Source: an optimization exercise on an open RTL-to-GDS flow (aim: small area). Production flows keep margins and buffers that such runs may drop.
At most, simulation tests tie the RTL to the original design; equivalence was not proved.
Power is estimated from default activity; no workload was simulated.

==> wip/raven: inputs <==
==> flow/design.v <==
module branch_history_register #(parameter M = 4) (
    input logic clk,
    input logic reset,
    input logic branch_outcome,   
    output logic [M-1:0] bhr_out  
);
    always_ff @(posedge clk or posedge reset) begin
        if (reset)
            bhr_out <= '0;  
        else
            bhr_out <= {bhr_out[M-2:0], branch_outcome};  
    end
endmodule
module pht_nand2 (input logic a, input logic b, output logic y);
    assign y = ~(a & b);
endmodule
module pht_nand3 (input logic a, input logic b, input logic c, output logic y);
    assign y = ~(a & b & c);
endmodule
module pht_nand4 (input logic [3:0] a, output logic y);
    assign y = ~(&a);
endmodule
module pht_aoi222 (input logic [2:0] s, input logic [2:0] d, output logic y);
    assign y = ~((s[0] & d[0]) | (s[1] & d[1]) | (s[2] & d[2]));
endmodule
module pht_counter #(parameter N = 3) (
    input  logic         clk,
    input  logic         hold,      
    input  logic         col,       
    input  logic [N-1:0] rownew,    
    output logic [N-1:0] q
);
    always_ff @(posedge clk)
        q <= (q & {N{hold}}) | ({N{col}} & rownew);
endmodule
module pht_sel8 (
    input  logic [7:0] sel,
    input  logic [7:0] d,
    output logic       y
);
    logic [3:0] t;
    pht_aoi222 g0 (.s(sel[2:0]), .d(d[2:0]), .y(t[0]));
    pht_aoi222 g1 (.s(sel[5:3]), .d(d[5:3]), .y(t[1]));
    pht_nand2  g2 (.a(sel[6]), .b(d[6]), .y(t[2]));
    pht_nand2  g3 (.a(sel[7]), .b(d[7]), .y(t[3]));
    pht_nand4  g4 (.a(t), .y(y));
endmodule
module pht_sel16 (
    input  logic [15:0] sel,
    input  logic [15:0] d,
    output logic        y
);
    logic [5:0] t;
    logic [1:0] u;
    genvar i;
    generate
        for (i = 0; i < 5; i++) begin : g_a
            pht_aoi222 g (.s(sel[3*i +: 3]), .d(d[3*i +: 3]), .y(t[i]));
        end
    endgenerate
    pht_nand2 g5 (.a(sel[15]), .b(d[15]), .y(t[5]));
    pht_nand3 g6 (.a(t[0]), .b(t[1]), .c(t[2]), .y(u[0]));
    pht_nand3 g7 (.a(t[3]), .b(t[4]), .c(t[5]), .y(u[1]));
    assign y = u[0] | u[1];
endmodule
module pht_col #(parameter N = 3, parameter R = 8) (
    input  logic           clk,
    input  logic [R-1:0]   row_w,    
    input  logic [R-1:0]   row_r,    
    input  logic           col_w,    
    input  logic [R*N-1:0] rownew,
    output logic [N-1:0]   rd        
);
    logic [N-1:0] q [R-1:0];
    logic [R-1:0] qb [N-1:0];
    logic [R-1:0] hold;
    genvar gr, gb;
    generate
        for (gr = 0; gr < R; gr++) begin : g_r
            pht_nand2 hg (.a(row_w[gr]), .b(col_w), .y(hold[gr]));
            pht_counter #(N) ctr (
                .clk(clk), .hold(hold[gr]), .col(col_w),
                .rownew(rownew[gr*N +: N]), .q(q[gr])
            );
            for (gb = 0; gb < N; gb++) begin : g_b
                assign qb[gb][gr] = q[gr][gb];
            end
        end
        for (gb = 0; gb < N; gb++) begin : g_rd
            pht_sel8 rsel (.sel(row_r), .d(qb[gb]), .y(rd[gb]));
        end
    endgenerate
endmodule
module mnk_bit_predictor #(parameter K = 4,
                        parameter N = 2,
                        parameter M = 4
                        ) (
    input logic clk,
    input logic reset,
    input logic [K-1:0] index,
    input logic [M-1:0] bhr_in,
    input logic branch_outcome,        
    output logic prediction            
);
    localparam R = 1 << M;    
    localparam C = 1 << K;    
    logic [R-1:0] row_r, row_w;
    logic [C-1:0] col_r, col_w;
    logic [N-1:0] nxt;
    logic [R*N-1:0] rownew;
    logic [N-1:0] rd [C-1:0];
    logic [C-1:0] rdb [N-1:0];
    logic [N-1:0] cur;
    genvar gr, gc, gb;
    generate
        for (gr = 0; gr < R; gr++) begin : g_rsel
            assign row_r[gr] = (bhr_in == M'(gr));
            assign row_w[gr] = row_r[gr] | reset;
            assign rownew[gr*N +: N] = {N{row_w[gr]}} & nxt;
        end
        for (gc = 0; gc < C; gc++) begin : g_csel
            assign col_r[gc] = (index == K'(gc));
            assign col_w[gc] = col_r[gc] | reset;
        end
        for (gc = 0; gc < C; gc++) begin : g_c
            pht_col #(N, R) pcol (
                .clk(clk), .row_w(row_w), .row_r(row_r), .col_w(col_w[gc]),
                .rownew(rownew), .rd(rd[gc])
            );
            for (gb = 0; gb < N; gb++) begin : g_b
                assign rdb[gb][gc] = rd[gc][gb];
            end
        end
        for (gb = 0; gb < N; gb++) begin : g_rd
            pht_sel16 csel (.sel(col_r), .d(rdb[gb]), .y(cur[gb]));
        end
    endgenerate
    assign prediction = cur[N-1];
    always_comb begin
        if (reset)
            nxt = '0;
        else if (branch_outcome)
            nxt = (&cur) ? cur : cur + 1'b1;
        else
            nxt = (|cur) ? cur - 1'b1 : cur;
    end
endmodule
module predictor_top #(parameter M = 3, parameter K = 4, parameter N = 3) (
    input logic clk,
    input logic reset,
    input logic [K-1:0] index,
    input logic branch_outcome,  
    output logic prediction,      
    output logic success
);
    logic [M-1:0] bhr_out;
    branch_history_register #(M) bhr_inst (
        .clk(clk),
        .reset(reset),
        .branch_outcome(branch_outcome),
        .bhr_out(bhr_out)
    );
    mnk_bit_predictor #(K, N, M) pht_inst (
        .clk(clk),
        .reset(reset),
        .index(index),
        .bhr_in(bhr_out),
        .branch_outcome(branch_outcome),
        .prediction(prediction)
    );
    assign success = ~(prediction ^ branch_outcome);
endmodule
==> flow/run.sh <==
#!/bin/bash
# synth_recipe.tcl (not shown) runs the flow's synth.tcl, then flattens the netlist and writes it again
# the make line also repeats each setting of config.mk as NAME=value (left out here)
make -C /OpenROAD-flow-scripts/flow DESIGN_CONFIG=/design/flow/config.mk WORK_HOME=/design/flow/orfs CLKGATE_MAP_FILE= SYNTH_SCRIPT=/design/flow/synth_recipe.tcl finish
==> flow/config.mk <==
export PLATFORM = sky130hd
export DESIGN_NAME = predictor_top
export DESIGN_NICKNAME = predictor_top
export VERILOG_FILES = /design/flow/design.v
export SDC_FILE = /design/flow/constraint.sdc
export NUM_CORES = 4
export LEC_CHECK = 0
export CAP_MARGIN = 0
export CORE_MARGIN = 2
export CORE_UTILIZATION = 70
export CTS_BUF_LIST = sky130_fd_sc_hd__clkbuf_8 sky130_fd_sc_hd__clkbuf_16
export CTS_CLUSTER_DIAMETER = 100
export CTS_CLUSTER_SIZE = 30
export PLACE_DENSITY = 0.85
export SLEW_MARGIN = 0
export SYNTH_HIERARCHICAL = 1
export SYNTH_MINIMUM_KEEP_SIZE = 0
==> flow/constraint.sdc <==
create_clock -name core_clock -period 6.0 [get_ports {clk}]
set_input_delay 1.2000 -clock core_clock [delete_from_list [all_inputs] [get_ports {clk}]]
set_output_delay 1.2000 -clock core_clock [all_outputs]
set_load 0.01 [all_outputs]
==> inputs of wip/harbor, as changes to wip/raven <==
--- a/flow/design.v
+++ b/flow/design.v
@@ -12,55 +12,22 @@
     end
 endmodule
-module pht_nand2 (input logic a, input logic b, output logic y);
-    assign y = ~(a & b);
-endmodule
-module pht_nand3 (input logic a, input logic b, input logic c, output logic y);
-    assign y = ~(a & b & c);
-endmodule
-module pht_nand4 (input logic [3:0] a, output logic y);
-    assign y = ~(&a);
-endmodule
-module pht_aoi222 (input logic [2:0] s, input logic [2:0] d, output logic y);
-    assign y = ~((s[0] & d[0]) | (s[1] & d[1]) | (s[2] & d[2]));
-endmodule
 module pht_counter #(parameter N = 3) (
     input  logic         clk,
-    input  logic         hold,      
+    input  logic         row,       
     input  logic         col,       
     input  logic [N-1:0] rownew,    
     output logic [N-1:0] q
 );
+    logic hold;
+    assign hold = ~(row & col);
     always_ff @(posedge clk)
         q <= (q & {N{hold}}) | ({N{col}} & rownew);
 endmodule
-module pht_sel8 (
-    input  logic [7:0] sel,
-    input  logic [7:0] d,
-    output logic       y
+module pht_sel #(parameter W = 8) (
+    input  logic [W-1:0] sel,
+    input  logic [W-1:0] d,
+    output logic         y
 );
-    logic [3:0] t;
-    pht_aoi222 g0 (.s(sel[2:0]), .d(d[2:0]), .y(t[0]));
-    pht_aoi222 g1 (.s(sel[5:3]), .d(d[5:3]), .y(t[1]));
-    pht_nand2  g2 (.a(sel[6]), .b(d[6]), .y(t[2]));
-    pht_nand2  g3 (.a(sel[7]), .b(d[7]), .y(t[3]));
-    pht_nand4  g4 (.a(t), .y(y));
-endmodule
-module pht_sel16 (
-    input  logic [15:0] sel,
-    input  logic [15:0] d,
-    output logic        y
-);
-    logic [5:0] t;
-    logic [1:0] u;
-    genvar i;
-    generate
-        for (i = 0; i < 5; i++) begin : g_a
-            pht_aoi222 g (.s(sel[3*i +: 3]), .d(d[3*i +: 3]), .y(t[i]));
-        end
-    endgenerate
-    pht_nand2 g5 (.a(sel[15]), .b(d[15]), .y(t[5]));
-    pht_nand3 g6 (.a(t[0]), .b(t[1]), .c(t[2]), .y(u[0]));
-    pht_nand3 g7 (.a(t[3]), .b(t[4]), .c(t[5]), .y(u[1]));
-    assign y = u[0] | u[1];
+    assign y = |(sel & d);
 endmodule
 module pht_col #(parameter N = 3, parameter R = 8) (
@@ -74,11 +41,9 @@
     logic [N-1:0] q [R-1:0];
     logic [R-1:0] qb [N-1:0];
-    logic [R-1:0] hold;
     genvar gr, gb;
     generate
         for (gr = 0; gr < R; gr++) begin : g_r
-            pht_nand2 hg (.a(row_w[gr]), .b(col_w), .y(hold[gr]));
             pht_counter #(N) ctr (
-                .clk(clk), .hold(hold[gr]), .col(col_w),
+                .clk(clk), .row(row_w[gr]), .col(col_w),
                 .rownew(rownew[gr*N +: N]), .q(q[gr])
             );
@@ -88,5 +53,5 @@
         end
         for (gb = 0; gb < N; gb++) begin : g_rd
-            pht_sel8 rsel (.sel(row_r), .d(qb[gb]), .y(rd[gb]));
+            pht_sel #(R) rsel (.sel(row_r), .d(qb[gb]), .y(rd[gb]));
         end
     endgenerate
@@ -133,5 +98,5 @@
         end
         for (gb = 0; gb < N; gb++) begin : g_rd
-            pht_sel16 csel (.sel(col_r), .d(rdb[gb]), .y(cur[gb]));
+            pht_sel #(C) csel (.sel(col_r), .d(rdb[gb]), .y(cur[gb]));
         end
     endgenerate
- CAP_MARGIN: 0 -> 20
- CORE_UTILIZATION: 70 -> 40
- CTS_BUF_LIST: sky130_fd_sc_hd__clkbuf_8 sky130_fd_sc_hd__clkbuf_16 -> unset
- CTS_CLUSTER_DIAMETER: 100 -> unset
- CTS_CLUSTER_SIZE: 30 -> unset
- PLACE_DENSITY: 0.85 -> 0.6
- SLEW_MARGIN: 0 -> 20
==> inputs of wip/onyx, as changes to wip/raven <==
--- a/flow/design.v
+++ b/flow/design.v
@@ -12,55 +12,22 @@
     end
 endmodule
-module pht_nand2 (input logic a, input logic b, output logic y);
-    assign y = ~(a & b);
-endmodule
-module pht_nand3 (input logic a, input logic b, input logic c, output logic y);
-    assign y = ~(a & b & c);
-endmodule
-module pht_nand4 (input logic [3:0] a, output logic y);
-    assign y = ~(&a);
-endmodule
-module pht_aoi222 (input logic [2:0] s, input logic [2:0] d, output logic y);
-    assign y = ~((s[0] & d[0]) | (s[1] & d[1]) | (s[2] & d[2]));
-endmodule
 module pht_counter #(parameter N = 3) (
     input  logic         clk,
-    input  logic         hold,      
+    input  logic         row,       
     input  logic         col,       
     input  logic [N-1:0] rownew,    
     output logic [N-1:0] q
 );
+    logic hold;
+    assign hold = ~(row & col);
     always_ff @(posedge clk)
         q <= (q & {N{hold}}) | ({N{col}} & rownew);
 endmodule
-module pht_sel8 (
-    input  logic [7:0] sel,
-    input  logic [7:0] d,
-    output logic       y
+module pht_sel #(parameter W = 8) (
+    input  logic [W-1:0] sel,
+    input  logic [W-1:0] d,
+    output logic         y
 );
-    logic [3:0] t;
-    pht_aoi222 g0 (.s(sel[2:0]), .d(d[2:0]), .y(t[0]));
-    pht_aoi222 g1 (.s(sel[5:3]), .d(d[5:3]), .y(t[1]));
-    pht_nand2  g2 (.a(sel[6]), .b(d[6]), .y(t[2]));
-    pht_nand2  g3 (.a(sel[7]), .b(d[7]), .y(t[3]));
-    pht_nand4  g4 (.a(t), .y(y));
-endmodule
-module pht_sel16 (
-    input  logic [15:0] sel,
-    input  logic [15:0] d,
-    output logic        y
-);
-    logic [5:0] t;
-    logic [1:0] u;
-    genvar i;
-    generate
-        for (i = 0; i < 5; i++) begin : g_a
-            pht_aoi222 g (.s(sel[3*i +: 3]), .d(d[3*i +: 3]), .y(t[i]));
-        end
-    endgenerate
-    pht_nand2 g5 (.a(sel[15]), .b(d[15]), .y(t[5]));
-    pht_nand3 g6 (.a(t[0]), .b(t[1]), .c(t[2]), .y(u[0]));
-    pht_nand3 g7 (.a(t[3]), .b(t[4]), .c(t[5]), .y(u[1]));
-    assign y = u[0] | u[1];
+    assign y = |(sel & d);
 endmodule
 module pht_col #(parameter N = 3, parameter R = 8) (
@@ -74,11 +41,9 @@
     logic [N-1:0] q [R-1:0];
     logic [R-1:0] qb [N-1:0];
-    logic [R-1:0] hold;
     genvar gr, gb;
     generate
         for (gr = 0; gr < R; gr++) begin : g_r
-            pht_nand2 hg (.a(row_w[gr]), .b(col_w), .y(hold[gr]));
             pht_counter #(N) ctr (
-                .clk(clk), .hold(hold[gr]), .col(col_w),
+                .clk(clk), .row(row_w[gr]), .col(col_w),
                 .rownew(rownew[gr*N +: N]), .q(q[gr])
             );
@@ -88,5 +53,5 @@
         end
         for (gb = 0; gb < N; gb++) begin : g_rd
-            pht_sel8 rsel (.sel(row_r), .d(qb[gb]), .y(rd[gb]));
+            pht_sel #(R) rsel (.sel(row_r), .d(qb[gb]), .y(rd[gb]));
         end
     endgenerate
@@ -133,5 +98,5 @@
         end
         for (gb = 0; gb < N; gb++) begin : g_rd
-            pht_sel16 csel (.sel(col_r), .d(rdb[gb]), .y(cur[gb]));
+            pht_sel #(C) csel (.sel(col_r), .d(rdb[gb]), .y(cur[gb]));
         end
     endgenerate
- CORE_UTILIZATION: 70 -> 60
- CTS_BUF_LIST: sky130_fd_sc_hd__clkbuf_8 sky130_fd_sc_hd__clkbuf_16 -> sky130_fd_sc_hd__clkbuf_4 sky130_fd_sc_hd__clkbuf_8
- CTS_CLUSTER_DIAMETER: 100 -> unset
- CTS_CLUSTER_SIZE: 30 -> unset
- PLACE_DENSITY: 0.85 -> 0.75
==> inputs of wip/umber, as changes to wip/raven <==
--- a/flow/design.v
+++ b/flow/design.v
@@ -15,9 +15,18 @@
     assign y = ~(a & b);
 endmodule
+module pht_and2 (input logic a, input logic b, output logic y);
+    assign y = a & b;
+endmodule
+module pht_and3 (input logic a, input logic b, input logic c, output logic y);
+    assign y = a & b & c;
+endmodule
 module pht_nand3 (input logic a, input logic b, input logic c, output logic y);
     assign y = ~(a & b & c);
 endmodule
-module pht_nand4 (input logic [3:0] a, output logic y);
-    assign y = ~(&a);
+module pht_aoi22_nand3 (input logic [1:0] s, input logic [1:0] d,
+                        input logic a, input logic b, output logic y);
+    logic t;
+    assign t = ~((s[0] & d[0]) | (s[1] & d[1]));
+    assign y = ~(a & b & t);
 endmodule
 module pht_aoi222 (input logic [2:0] s, input logic [2:0] d, output logic y);
@@ -39,10 +48,8 @@
     output logic       y
 );
-    logic [3:0] t;
-    pht_aoi222 g0 (.s(sel[2:0]), .d(d[2:0]), .y(t[0]));
-    pht_aoi222 g1 (.s(sel[5:3]), .d(d[5:3]), .y(t[1]));
-    pht_nand2  g2 (.a(sel[6]), .b(d[6]), .y(t[2]));
-    pht_nand2  g3 (.a(sel[7]), .b(d[7]), .y(t[3]));
-    pht_nand4  g4 (.a(t), .y(y));
+    logic [1:0] t;
+    pht_aoi222      g0 (.s(sel[2:0]), .d(d[2:0]), .y(t[0]));
+    pht_aoi222      g1 (.s(sel[5:3]), .d(d[5:3]), .y(t[1]));
+    pht_aoi22_nand3 g2 (.s(sel[7:6]), .d(d[7:6]), .a(t[0]), .b(t[1]), .y(y));
 endmodule
 module pht_sel16 (
@@ -105,5 +112,6 @@
     localparam R = 1 << M;    
     localparam C = 1 << K;    
-    logic [R-1:0] row_r, row_w;
+    logic [R-1:0] row_r [2];
+    logic [R-1:0] row_w;
     logic [C-1:0] col_r, col_w;
     logic [N-1:0] nxt;
@@ -112,10 +120,19 @@
     logic [C-1:0] rdb [N-1:0];
     logic [N-1:0] cur;
-    genvar gr, gc, gb;
+    genvar gr, gc, gb, gh;
     generate
         for (gr = 0; gr < R; gr++) begin : g_rsel
-            assign row_r[gr] = (bhr_in == M'(gr));
-            assign row_w[gr] = row_r[gr] | reset;
-            assign rownew[gr*N +: N] = {N{row_w[gr]}} & nxt;
+            for (gh = 0; gh < 2; gh++) begin : g_h
+                pht_and3 rdec (
+                    .a(gr[0] ? bhr_in[0] : ~bhr_in[0]),
+                    .b(gr[1] ? bhr_in[1] : ~bhr_in[1]),
+                    .c(gr[2] ? bhr_in[2] : ~bhr_in[2]),
+                    .y(row_r[gh][gr])
+                );
+            end
+            assign row_w[gr] = row_r[0][gr] | reset;
+            for (gb = 0; gb < N; gb++) begin : g_rn
+                pht_and2 rn (.a(row_w[gr]), .b(nxt[gb]), .y(rownew[gr*N + gb]));
+            end
         end
         for (gc = 0; gc < C; gc++) begin : g_csel
@@ -125,5 +142,5 @@
         for (gc = 0; gc < C; gc++) begin : g_c
             pht_col #(N, R) pcol (
-                .clk(clk), .row_w(row_w), .row_r(row_r), .col_w(col_w[gc]),
+                .clk(clk), .row_w(row_w), .row_r(row_r[gc / (C / 2)]), .col_w(col_w[gc]),
                 .rownew(rownew), .rd(rd[gc])
             );
- CORE_UTILIZATION: 70 -> 75
- CTS_BUF_LIST: sky130_fd_sc_hd__clkbuf_8 sky130_fd_sc_hd__clkbuf_16 -> sky130_fd_sc_hd__clkbuf_16
- CTS_CLUSTER_DIAMETER: 100 -> 80
- PLACE_DENSITY: 0.85 -> 0.9
==> notes <==
Clock skew: wip/umber < wip/harbor < wip/onyx < wip/raven. Maximum frequency, highest first: wip/harbor, wip/onyx, wip/raven, wip/umber. Final cell count, lowest first: wip/umber, wip/raven, wip/onyx, wip/harbor. The lowest non-clock buffer count belongs to wip/umber, the highest to wip/harbor. Synthesized cell count: wip/umber is lower than wip/harbor (4.1%). Between wip/onyx and wip/raven, the lower worst setup slack is in wip/raven (gap 6.1 ps). Worst hold slack: wip/raven > wip/umber > wip/harbor > wip/onyx. In sequential power, wip/raven and wip/harbor hardly differ.
Function not checked in wip/harbor and wip/onyx: the RTL went through the layout flow alone.

==> port drivers added, routing unchanged <==
No port has a modelled driver above. Below, the same layouts with a new extraction and two added sets of constraints. Step 1: set_driving_cell puts a clkbuf_16 on clk and a buf_2 on each other input, an assumption about the parent block. Step 2 also shifts input and output timing later by t, the mid clock arrival at the registers, as if the neighbouring blocks saw the same clock. a / b / c = no drivers / after step 1 / after step 2; a / b = the first two.
run	t (ns)	setup WS [ns]	hold slack, ns	clock arrival spread, ns
wip/raven	0.568	0.417 / 0.369 / 0.594	0.494 / 0.494 / 0.494	0.028 / 0.027
wip/harbor	0.588	0.588 / 0.533 / 0.752	0.472 / 0.472 / 0.472	0.018 / 0.018
wip/onyx	0.649	0.423 / 0.374 / 0.703	0.470 / 0.470 / 0.470	0.022 / 0.022
wip/umber	0.564	0.364 / 0.317 / 0.638	0.489 / 0.489 / 0.489	0.017 / 0.017
After both steps setup and hold are still met in every run listed.
